From an optimization exercise on the open Yosys and OpenROAD flow, aimed at small area, a short achievable clock period and few clock cycles per item; shortcuts taken in it are not production practice.
Power figures rest on the tool's default switching activity, not on a simulated workload.

==> flow/design.v (excerpt) <==
module dut(
    clk    ,
    rst_n  ,
    addr   ,
    din    ,
    rw     ,
    enable ,
    dout   ,
    txd    ,
    tx_vld ,
    rxd    ,
    rx_vld
);
For scale: ~4100 flip-flops, ~87000 um2 of cells after synthesis.
==> module dut, before the edit <==
module dut(
    clk    ,
    rst_n  ,
    addr   ,
    din    ,
    rw     ,
    enable ,
    dout   ,
    txd    ,
    tx_vld ,
    rxd    ,
    rx_vld
);
input         clk    ;
input         rst_n  ;
input  [7:0 ] addr   ;
input  [31:0] din    ;
input         rw     ;
input         enable ;
output [31:0] dout   ;
input  [7:0 ] rxd    ;
input         rx_vld ;
output [7:0 ] txd    ;
output        tx_vld ;
function lt10;
    input [9:0] a;
    input [9:0] b;
    integer k;
    reg r;
    begin
        r = 1'b0;
        for (k = 0; k < 10; k = k + 1)
            r = (~a[k] & b[k]) | ((~a[k] | b[k]) & r);
        lt10 = r;
    end
endfunction
reg         pkt_en ;
reg  [8:0 ] min_pkt_size ;    
reg  [9:0 ] max_pkt_size ;
wire        write = ~rw & enable;
wire [9:0 ] d     = din[9:0];
always @(posedge clk or negedge rst_n) begin
    if (!rst_n) begin
        pkt_en       <= 1'b0;
        min_pkt_size <= 9'd64;
        max_pkt_size <= 10'd512;
    end
    else if (write) begin
        if (addr == 8'h0)
            pkt_en <= d[0];
        if ((addr == 8'h4) && (|d[9:6]) && lt10(d, max_pkt_size))
            min_pkt_size <= d[8:0];
        if ((addr == 8'h8) && (~d[9] | ~|d[8:0]) && lt10({1'b0, min_pkt_size}, d))
            max_pkt_size <= d;
    end
end
assign dout[31:10] = 22'h0;
wire [4:0] dnz;    
genvar g;
generate
    for (g = 0; g < 5; g = g + 1) begin : g_z
        wire z76, z54, z10;
        g_nor2   u_z76 (.a(addr[7]), .b(addr[6]), .y(z76));
        g_nor2   u_z54 (.a(addr[5]), .b(addr[4]), .y(z54));
        g_nor2   u_z10 (.a(addr[1]), .b(addr[0]), .y(z10));
        g_nand3  u_nz  (.a(z76), .b(z54), .c(z10), .y(dnz[g]));
    end
    for (g = 0; g < 10; g = g + 1) begin : g_dout
        wire nz = dnz[g / 2];
        wire n8;
        g_nand3b u_n8  (.an(addr[2]), .b(addr[3]), .c(max_pkt_size[g]), .y(n8));
        if (g == 0) begin : g_b0
            wire n4, s0, n0;
            g_nand3b u_n4 (.an(addr[3]), .b(addr[2]), .c(min_pkt_size[0]), .y(n4));
            g_nor2   u_s0 (.a(addr[3]), .b(addr[2]), .y(s0));
            g_nand2  u_n0 (.a(s0), .b(pkt_en), .y(n0));
            g_a31oi  u_y  (.a1(n8), .a2(n4), .a3(n0), .b1(nz), .y(dout[0]));
        end
        else if (g < 9) begin : g_b
            wire n4;
            g_nand3b u_n4 (.an(addr[3]), .b(addr[2]), .c(min_pkt_size[g]), .y(n4));
            g_a21oi  u_y  (.a1(n8), .a2(n4), .b1(nz), .y(dout[g]));
        end
        else begin : g_b9
            g_nor2   u_y  (.a(n8), .b(nz), .y(dout[9]));
        end
    end
endgenerate
reg  [4087:0] line ;
always @(posedge clk)
    line <= {line[4079:0], rxd};
reg         rx_prev ;    
reg         second ;     
reg  [9:0 ] cnt ;        
reg         over ;       
reg         hdr_ok ;
reg         acc ;        
reg  [4:0 ] tap ;        
reg         pend ;
reg  [3:0 ] wait_cnt ;
reg         tx_on ;      
reg  [7:0 ] tx_byte ;
wire [9:0 ] cnt_inc   = cnt + 10'd1;
wire [9:0 ] cnt_rx    = rx_prev ? cnt_inc : 10'd1;
wire        over_rx   = rx_prev & (over | cnt[9]);
wire        frame_end = rx_prev & ~rx_vld;
wire        now       = frame_end & acc & (cnt[3:0] == 4'h0);
wire        start     = (frame_end & acc & (cnt[3:0] == 4'hf)) | (pend & (wait_cnt == 4'h1));
wire        ready_n   = ~(rx_prev & acc & (cnt[3:0] == 4'h0));
g_o21ai u_tx_vld (.a1(ready_n), .a2(rx_vld), .b1(~tx_on), .y(tx_vld));
assign txd    = tx_on ? tx_byte : 8'h55;
always @(posedge clk or negedge rst_n) begin
    if (!rst_n) begin
        rx_prev <= 1'b0;
        pend    <= 1'b0;
        tx_on   <= 1'b0;
    end
    else begin
        rx_prev <= rx_vld;
        if (frame_end & acc & (cnt[3:0] != 4'h0) & (cnt[3:0] != 4'hf))
            pend <= 1'b1;
        else if (start)
            pend <= 1'b0;
        if (start | now)
            tx_on <= 1'b1;
        else if (cnt == 10'd1)
            tx_on <= 1'b0;
    end
end
always @(posedge clk) begin
    second <= rx_vld & ~rx_prev;
    if (rx_vld) begin
        tap  <= cnt[8:4];
        cnt  <= cnt_rx;
        over <= over_rx;
        acc  <= pkt_en & hdr_ok & ~over_rx & ~lt10(max_pkt_size, cnt_rx) &
                ~lt10(cnt_rx, {1'b0, min_pkt_size});
        if (second)
            hdr_ok <= (line[7:0] == 8'h55) & (rxd == 8'hd5);
    end
    else if (tx_vld)
        cnt <= cnt - 10'd1;
    if (frame_end)
        wait_cnt <= ~cnt[3:0];
    else
        wait_cnt <= wait_cnt - 4'd1;
end
reg  [7:0 ] tap_data ;
integer     i ;
always @(*) begin
    tap_data = 8'h0;
    for (i = 3; i < 32; i = i + 1)
        tap_data = tap_data | (line[(16*i+14)*8 +: 8] & {8{tap == i}});
end
always @(posedge clk)
    tx_byte <= tap_data;
endmodule
export LEC_CHECK = 0
export CAP_MARGIN = 15
export CORE_MARGIN = 2
export CORE_UTILIZATION = 60
export CTS_BUF_LIST = sky130_fd_sc_hd__clkbuf_8
export CTS_CLUSTER_DIAMETER = 50
export CTS_CLUSTER_SIZE = 20
export PLACE_DENSITY = 0.7
export SETUP_SLACK_MARGIN = 5
export SLEW_MARGIN = 15
export SYNTH_HIERARCHICAL = 1
export SYNTH_MINIMUM_KEEP_SIZE = 0
create_clock -name core_clock -period 9.0 [get_ports {clk}]
standard.sh (not shown) runs the stock make flow with config.mk's settings and CLKGATE_MAP_FILE= SYNTH_SCRIPT=/design/flow/synth_recipe.tcl, a recipe that flattens the netlist after the stock synthesis.
==> flow/flow/run.sh <==
#!/bin/bash
# The standard layout, with two changes to how ORFS is driven:
#  - clock tree synthesis without dummy loads, with clkbuf_8 clusters of <= 20 sinks
#  - port buffers start as buf_1 (the resizer sizes them up where timing needs it)
set -euo pipefail
export CTS_ARGS="-sink_clustering_enable -repair_clock_nets -buf_list sky130_fd_sc_hd__clkbuf_8 -sink_clustering_size 21 -sink_clustering_max_diameter 50 -dont_use_dummy_load"
export BUFFER_PORTS_ARGS="-buffer_cell sky130_fd_sc_hd__buf_1"
bash standard.sh > flow_make.log 2>&1
Edit:
--- a/flow/design.v
+++ b/flow/design.v
@@ -54,23 +54,18 @@
         if ((addr == 8'h8) && (~d[9] | ~|d[8:0]) && lt10({1'b0, min_pkt_size}, d))
             max_pkt_size <= d;
     end
 end
 assign dout[31:10] = 22'h0;
-wire [4:0] dnz;    
 genvar g;
 generate
-    for (g = 0; g < 5; g = g + 1) begin : g_z
-        wire z76, z54, z10;
+    for (g = 0; g < 10; g = g + 1) begin : g_dout
+        wire z76, z54, z10, nz, n8;
         g_nor2   u_z76 (.a(addr[7]), .b(addr[6]), .y(z76));
         g_nor2   u_z54 (.a(addr[5]), .b(addr[4]), .y(z54));
         g_nor2   u_z10 (.a(addr[1]), .b(addr[0]), .y(z10));
-        g_nand3  u_nz  (.a(z76), .b(z54), .c(z10), .y(dnz[g]));
-    end
-    for (g = 0; g < 10; g = g + 1) begin : g_dout
-        wire nz = dnz[g / 2];
-        wire n8;
+        g_nand3  u_nz  (.a(z76), .b(z54), .c(z10), .y(nz));       
         g_nand3b u_n8  (.an(addr[2]), .b(addr[3]), .c(max_pkt_size[g]), .y(n8));
         if (g == 0) begin : g_b0
             wire n4, s0, n0;
             g_nand3b u_n4 (.an(addr[3]), .b(addr[2]), .c(min_pkt_size[0]), .y(n4));
             g_nor2   u_s0 (.a(addr[3]), .b(addr[2]), .y(s0));
Wire length goes up by about 1.5%.
Combinational power rises by 5.3%.
Worst hold slack improved by 0.024 ns.
Design area increases by 0.39%.
Sequential power hardly moves.
Synthesized area hardly moves.
No run of this note included a check of the RTL's function; only the layout flow was run.

==> port drivers added, routing unchanged <==
In the flow no input, the clock included, has a driving cell. The finished layouts below were timed again as built, in two steps.
Step 1: set_driving_cell puts a clkbuf_16 on clk and a buf_2 on each other input, an assumption about the parent block.
Step 2 also shifts input and output timing later by t, the mid clock arrival at the registers, as if the neighbouring blocks saw the same clock.
Slacks: no drivers / after step 1 / after step 2; pairs: no drivers / after step 1.
run	t (ns)	slack for setup (ns)	worst register clock-pin slew, ns	cell pins on the clock port's net
the first run	0.972	4.729 / 4.638 / 4.380	0.12 / 0.12	1
the second run	0.984	4.773 / 4.650 / 4.330	0.12 / 0.12	1
After both steps every run listed still meets setup and hold. For the second run, which loses most, drivers alone change the setup slack by -0.123 ns; drivers and shift together by -0.443 ns.
